Context: an optimization exercise on an open-source flow, tuned for small area, a short achievable clock period and few clock cycles. The choices shown serve that exercise and are no tape-out recipe.
The RTL was checked by simulation tests, not by an equivalence proof against the original design.

## PSE
module PSE (clk, reset, Xin, Yin, point_num, valid, Xout, Yout);
input clk;
input reset;
input [9:0] Xin;
input [9:0] Yin;
input [2:0] point_num;
output reg valid;
output reg [9:0] Xout;
output reg [9:0] Yout;
localparam ST_IN = 2'd0, ST_PAIR = 2'd1, ST_OUT = 2'd2, ST_GAP = 2'd3;
reg [1:0] st;
reg [2:0] nreg;      
reg [2:0] cnt;       
reg [1:0] len;       
reg [1:0] pos;       
reg [1:0] pc;        
reg [2:0] L0, L1, L2;
reg [5:1] asel;      
reg [4:1] bsel;      
reg [19:0] S0, S1, S2, S3, S4, S5;
wire [19:0] A = ({20{asel[1]}} & S1) | ({20{asel[2]}} & S2) | ({20{asel[3]}} & S3) |
                ({20{asel[4]}} & S4) | ({20{asel[5]}} & S5);
wire [19:0] B = ({20{bsel[1]}} & S1) | ({20{bsel[2]}} & S2) | ({20{bsel[3]}} & S3) |
                ({20{bsel[4]}} & S4);
wire [10:0] ax = {1'b0, A[19:10]} - {1'b0, S0[19:10]};
wire [10:0] ay = {1'b0, A[9:0]} - {1'b0, S0[9:0]};
wire [10:0] bx = {1'b0, B[19:10]} - {1'b0, S0[19:10]};
wire [10:0] by = {1'b0, B[9:0]} - {1'b0, S0[9:0]};
wire bef;    
pse_cmp cmp (.ax(ax), .ay(ay), .bx(bx), .by(by), .bef(bef));
wire [5:1] hi_oh = {nreg == 3'd6, nreg == 3'd5, nreg == 3'd4, nreg == 3'd3, 1'b0};
wire [5:1] lo_oh = {1'b0, nreg == 3'd6, nreg == 3'd5, nreg == 3'd4, nreg == 3'd3};
wire [2:0] ins = {1'b0, len} + 3'd1;
wire ins_act = (st == ST_IN) && (ins + 3'd3 <= nreg) && (ins < cnt);
wire at_end = (pos == len - 2'd1);
wire take_last = (st == ST_IN) && (cnt != 3'd0) && (cnt == nreg - 3'd1);
wire lrem = (pos != len);
wire prem = (pc != 2'd2);
wire last_out = ({1'b0, pos} + {1'b0, pc} == {1'b0, len} + 3'd1);   
wire [2:0] lp = (pos == 2'd0) ? L1 : L2;
wire [4:1] lp_oh = {1'b0, lp == 3'd3, lp == 3'd2, lp == 3'd1};
wire [4:1] l0_oh = {1'b0, L0 == 3'd3, L0 == 3'd2, L0 == 3'd1};
localparam NW = 9 + 2 + 2 + 2 + 5 + 4 + 2 + 1 + 1;
function [NW-1:0] nxt;
	input b;
	reg [2:0] n0, n1, n2;
	reg [1:0] nlen, npos, npc, nst;
	reg [5:1] nasel;
	reg [4:1] nbsel;
  ...
Size in the first run: roughly 1900 cells after synthesis, about 170 flip-flops, about 46 I/O pins.
Settings: LEC_CHECK=0, ABC_AREA=1, CAP_MARGIN=20, CORE_MARGIN=2, CORE_UTILIZATION=60, SLEW_MARGIN=60, SYNTH_HIERARCHICAL=1, SYNTH_MINIMUM_KEEP_SIZE=0; clock period 35.0 ns.
standard.sh (not shown) runs the stock make flow with config.mk's settings and CLKGATE_MAP_FILE= SYNTH_SCRIPT=/design/flow/synth_recipe.tcl, a recipe that flattens the netlist after the stock synthesis.
==> flow/flow/run.sh <==
#!/bin/bash
# Layout flow: the standard flow (standard.sh), with two changes in how
# the layout is made:
#  * the port buffers are sky130_fd_sc_hd__buf_2 cells (buffer_ports picks a
#    slow delay cell by default);
#  * after global placement and repair_design, size.tcl upsizes gates on the
#    worst paths (drive strengths only; the netlist's function, the registers
#    and the constraints stay the same), before detailed placement.
# Each step's full output goes to a log file of its own in this folder.
set -euo pipefail
export BUFFER_PORTS_ARGS="-buffer_cell sky130_fd_sc_hd__buf_2"
RES=$PWD/orfs/results/$FLOW_PLATFORM/PSE/base
bash standard.sh $RES/3_4_place_resized.odb > flow_1_to_resize.log 2>&1
cp $RES/3_4_place_resized.odb $RES/3_4_place_resized_unsized.odb
SIZE_IN=$RES/3_4_place_resized_unsized.odb SIZE_OUT=$RES/3_4_place_resized.odb \
  LIB=$FLOW_HOME/platforms/$FLOW_PLATFORM/lib/sky130_fd_sc_hd__tt_025C_1v80.lib \
  SDC=$FLOW_SDC SIZE_ITERS=80 SIZE_WINDOW=0.3 \
  openroad -exit -no_init flow/size.tcl > flow_2_size.log 2>&1
bash standard.sh > flow_3_to_finish.log 2>&1
==> flow/flow/size.tcl <==
# Gate sizing on the worst paths.  For the worst endpoint, try a one-step
# upsize of each cell that drives a stage of its worst path and keep the one
# that helps that endpoint most without hurting the design's worst slack;
# repeat.  Constraints are not changed: this only picks drive strengths.
read_db $::env(SIZE_IN)
read_liberty $::env(LIB)
read_sdc $::env(SDC)
source $::env(FLOW_HOME)/platforms/sky130hd/setRC.tcl
estimate_parasitics -placement

proc wns {} { return [expr {[sta::worst_slack_cmd max] * 1e9}] }
proc ep_slack {pin} {
  set pe [lindex [find_timing_paths -path_delay max -to $pin -group_path_count 1] 0]
  return [expr {[$pe slack] * 1e9}]
}
proc bigger {master} {
  if {![regexp {^(.*)_([0-9]+)$} $master -> base sz]} { return "" }
  foreach s {1 2 4 6 8 12 16} {
    if {$s <= $sz} continue
    if {[llength [get_lib_cells -quiet */${base}_$s]] > 0} { return "${base}_$s" }
  }
  return ""
}
set dont {__clkbuf_ __clkinv dlygate clkdlybuf __tap __fill __decap __conb}

set start [wns]
puts "start wns [format %.3f $start]"
set stuck [dict create]
set n 0
for {set it 0} {$it < $::env(SIZE_ITERS)} {incr it} {
  set ws [wns]
  # worst endpoint that is not stuck
  set pe ""
  # the worst endpoint that can still be helped, among those within
  # SIZE_WINDOW of the worst slack (after routing, any of them may be worst)
  set pe ""
  foreach p [find_timing_paths -path_delay max -group_path_count 300 -endpoint_path_count 1 -sort_by_slack] {
    if {![dict exists $stuck [get_full_name [$p pin]]]} { set pe $p; break }
  }
  if {$pe eq ""} break
  set endpin [$pe pin]
  set epname [get_full_name $endpin]
  if {[expr {[$pe slack] * 1e9}] > $ws + $::env(SIZE_WINDOW)} break
  set es [expr {[$pe slack] * 1e9}]
  set cands {}
  foreach pin [[$pe path] pins] {
    if {![$pin is_driver]} continue
    set inst [$pin instance]
    if {$inst eq "NULL" || $inst eq ""} continue
    set iname [get_full_name $inst]
    set m [get_property $inst ref_name]
    set skip 0
    foreach d $dont { if {[string first $d $m] >= 0} { set skip 1 } }
    if {$skip} continue
    set b [bigger $m]
    if {$b ne ""} { lappend cands [list $iname $m $b] }
  }
  set best ""; set bestes [expr {$es + 0.002}]
  foreach c $cands {
    lassign $c iname m b
    replace_cell $iname [get_lib_cells */$b]
    estimate_parasitics -placement
    set e [ep_slack $endpin]
    set w [wns]
    replace_cell $iname [get_lib_cells */$m]
    estimate_parasitics -placement
    if {$e > $bestes && $w >= $ws - 0.0005} { set bestes $e; set best $c }
  }
  if {$best eq ""} { dict set stuck $epname 1; continue }
  lassign $best iname m b
  replace_cell $iname [get_lib_cells */$b]
  estimate_parasitics -placement
  incr n
  puts "it $it $epname: $iname $m -> $b endpoint [format %.3f $es] -> [format %.3f $bestes] wns [format %.3f [wns]]"
}
puts "end wns [format %.3f [wns]] (start [format %.3f $start]), $n cells upsized"
write_db $::env(SIZE_OUT)
Testbench counts at the start, summed over its fixed seeds: cycles 31,902.
Rerun with:
--- a/flow/flow/run.sh
+++ b/flow/flow/run.sh
@@ -15,5 +15,5 @@
 SIZE_IN=$RES/3_4_place_resized_unsized.odb SIZE_OUT=$RES/3_4_place_resized.odb \
   LIB=$FLOW_HOME/platforms/$FLOW_PLATFORM/lib/sky130_fd_sc_hd__tt_025C_1v80.lib \
-  SDC=$FLOW_SDC SIZE_ITERS=80 SIZE_WINDOW=0.3 \
+  SDC=$FLOW_SDC SIZE_ITERS=400 SIZE_WINDOW=0.3 \
   openroad -exit -no_init flow/size.tcl > flow_2_size.log 2>&1
 bash standard.sh > flow_3_to_finish.log 2>&1
--- a/flow/flow/size.tcl
+++ b/flow/flow/size.tcl
@@ -32,11 +32,8 @@
   # worst endpoint that is not stuck
   set pe ""
-  # the worst endpoint that can still be helped, among those within
-  # SIZE_WINDOW of the worst slack (after routing, any of them may be worst)
-  set pe ""
-  foreach p [find_timing_paths -path_delay max -group_path_count 300 -endpoint_path_count 1 -sort_by_slack] {
-    if {![dict exists $stuck [get_full_name [$p pin]]]} { set pe $p; break }
-  }
-  if {$pe eq ""} break
+  # the worst endpoint sets the period: stop once it cannot be helped
+  set p [lindex [find_timing_paths -path_delay max -group_path_count 1 -sort_by_slack] 0]
+  if {[dict exists $stuck [get_full_name [$p pin]]]} break
+  set pe $p
   set endpin [$pe pin]
   set epname [get_full_name $endpin]
Settings changed: SLEW_MARGIN 60 to 40.
The new run produced a clean layout.
Flip-flop and latch count stays the same.
Final area went down slightly.
Synthesized area stays the same.
Global-route usage barely changes.
Synthesized cell count stays the same.
Register-to-register slack loses 0.33 ns.
Die area does not change.
Sequential share of layout area went up by 0.37 points.
Rerun with:
--- a/flow/flow/run.sh
+++ b/flow/flow/run.sh
@@ -15,5 +15,5 @@
 SIZE_IN=$RES/3_4_place_resized_unsized.odb SIZE_OUT=$RES/3_4_place_resized.odb \
   LIB=$FLOW_HOME/platforms/$FLOW_PLATFORM/lib/sky130_fd_sc_hd__tt_025C_1v80.lib \
-  SDC=$FLOW_SDC SIZE_ITERS=400 SIZE_WINDOW=0.3 \
+  SDC=$FLOW_SDC SIZE_ITERS=80 SIZE_WINDOW=0.3 \
   openroad -exit -no_init flow/size.tcl > flow_2_size.log 2>&1
 bash standard.sh > flow_3_to_finish.log 2>&1
--- a/flow/flow/size.tcl
+++ b/flow/flow/size.tcl
@@ -32,8 +32,11 @@
   # worst endpoint that is not stuck
   set pe ""
-  # the worst endpoint sets the period: stop once it cannot be helped
-  set p [lindex [find_timing_paths -path_delay max -group_path_count 1 -sort_by_slack] 0]
-  if {[dict exists $stuck [get_full_name [$p pin]]]} break
-  set pe $p
+  # the worst endpoint that can still be helped, among those within
+  # SIZE_WINDOW of the worst slack (after routing, any of them may be worst)
+  set pe ""
+  foreach p [find_timing_paths -path_delay max -group_path_count 300 -endpoint_path_count 1 -sort_by_slack] {
+    if {![dict exists $stuck [get_full_name [$p pin]]]} { set pe $p; break }
+  }
+  if {$pe eq ""} break
   set endpin [$pe pin]
   set epname [get_full_name $endpin]
Settings changed: CORE_UTILIZATION 60 to 70, PLACE_DENSITY from default to 0.7, SLEW_MARGIN 40 to 60.
The changed run produced a clean layout.
Count of clock-buffer cells in the layout is unchanged.
Worst setup slack is better by 0.38 ns.
Final area is higher by 1.4%.
Synthesized cell count stays the same.
Wire length goes up by 2.7%.
Hold slack gets better by 0.016 ns.
Clock skew falls by 0.0036 ns.
Rerun with:
Settings changed: CTS_BUF_LIST from default to sky130_fd_sc_hd__clkbuf_8, CTS_CLUSTER_SIZE from default to 40.
Synthesized cell count stays the same.
First-iteration DRC count falls slightly.
Register-to-register slack barely changes.
Routed wire length decreases slightly.
Utilization fell by 0.85 points.
Die area does not change.
Rerun with:
--- a/flow/flow/run.sh
+++ b/flow/flow/run.sh
@@ -15,5 +15,5 @@
 SIZE_IN=$RES/3_4_place_resized_unsized.odb SIZE_OUT=$RES/3_4_place_resized.odb \
   LIB=$FLOW_HOME/platforms/$FLOW_PLATFORM/lib/sky130_fd_sc_hd__tt_025C_1v80.lib \
-  SDC=$FLOW_SDC SIZE_ITERS=80 SIZE_WINDOW=0.3 \
+  SDC=$FLOW_SDC SIZE_ITERS=400 SIZE_WINDOW=0.3 \
   openroad -exit -no_init flow/size.tcl > flow_2_size.log 2>&1
 bash standard.sh > flow_3_to_finish.log 2>&1
--- a/flow/flow/size.tcl
+++ b/flow/flow/size.tcl
@@ -22,5 +22,5 @@
   return ""
 }
-set dont {__clkbuf_ __clkinv dlygate clkdlybuf __tap __fill __decap __conb}
+set dont {__fa_ __ha_ __clkbuf_ __clkinv dlygate clkdlybuf __tap __fill __decap __conb}
 
 set start [wns]
@@ -32,11 +32,8 @@
   # worst endpoint that is not stuck
   set pe ""
-  # the worst endpoint that can still be helped, among those within
-  # SIZE_WINDOW of the worst slack (after routing, any of them may be worst)
-  set pe ""
-  foreach p [find_timing_paths -path_delay max -group_path_count 300 -endpoint_path_count 1 -sort_by_slack] {
-    if {![dict exists $stuck [get_full_name [$p pin]]]} { set pe $p; break }
-  }
-  if {$pe eq ""} break
+  # the worst endpoint sets the period: stop once it cannot be helped
+  set p [lindex [find_timing_paths -path_delay max -group_path_count 1 -sort_by_slack] 0]
+  if {[dict exists $stuck [get_full_name [$p pin]]]} break
+  set pe $p
   set endpin [$pe pin]
   set epname [get_full_name $endpin]
Settings changed: CORE_UTILIZATION 70 to 60, CTS_BUF_LIST sky130_fd_sc_hd__clkbuf_8 to default, CTS_CLUSTER_SIZE 40 to default, PLACE_DENSITY 0.7 to default.
What happened: The new run went through all stages and came out clean. Critical path depth went up by 4. Cell count went up by a few percent. Count of clock-buffer cells in the layout stays the same. Design area went up slightly. Fmax went down slightly. Synthesized cell count does not change. Setup slack degrades by 0.11 ns. First-iteration DRC count went down by a little under a tenth.

==> what the ideal ports hide <==
How much do the figures lean on ideal ports? The routed layouts below were timed once more, with nothing changed but the port constraints.
Step 1, drivers: a clkbuf_16 drives clk and a buf_2 each remaining input, both assumed.
Step 2 moves the port delays by t, midway between the first and last clock arrival at a register: inputs arrive t later, outputs are due t later. That takes back most of the time a late clock gives input paths.
Slacks: ideal / step 1 / step 2; pairs: ideal / step 1.
| run | t, ns | setup slack, ns | worst setup path at the end | clock arrival spread, ns | worst slew at a driven data input, ns |
|---|---|---|---|---|---|
| the first run | 0.485 | 26.761 / 26.761 / 26.761 | register to register | 0.014 / 0.013 | 0.03 |
| the second run | 0.485 | 26.433 / 26.433 / 26.433 | register to register | 0.014 / 0.014 | 0.03 |
| the third run | 0.485 | 26.817 / 26.817 / 26.817 | register to register | 0.010 / 0.010 | 0.03 |
| the fourth run | 0.516 | 26.805 / 26.805 / 26.805 | register to register | 0.015 / 0.014 | 0.03 |
| the fifth run | 0.486 | 26.700 / 26.700 / 26.700 | register to register | 0.013 / 0.012 | 0.03 |
After both steps every run listed still meets setup and hold.
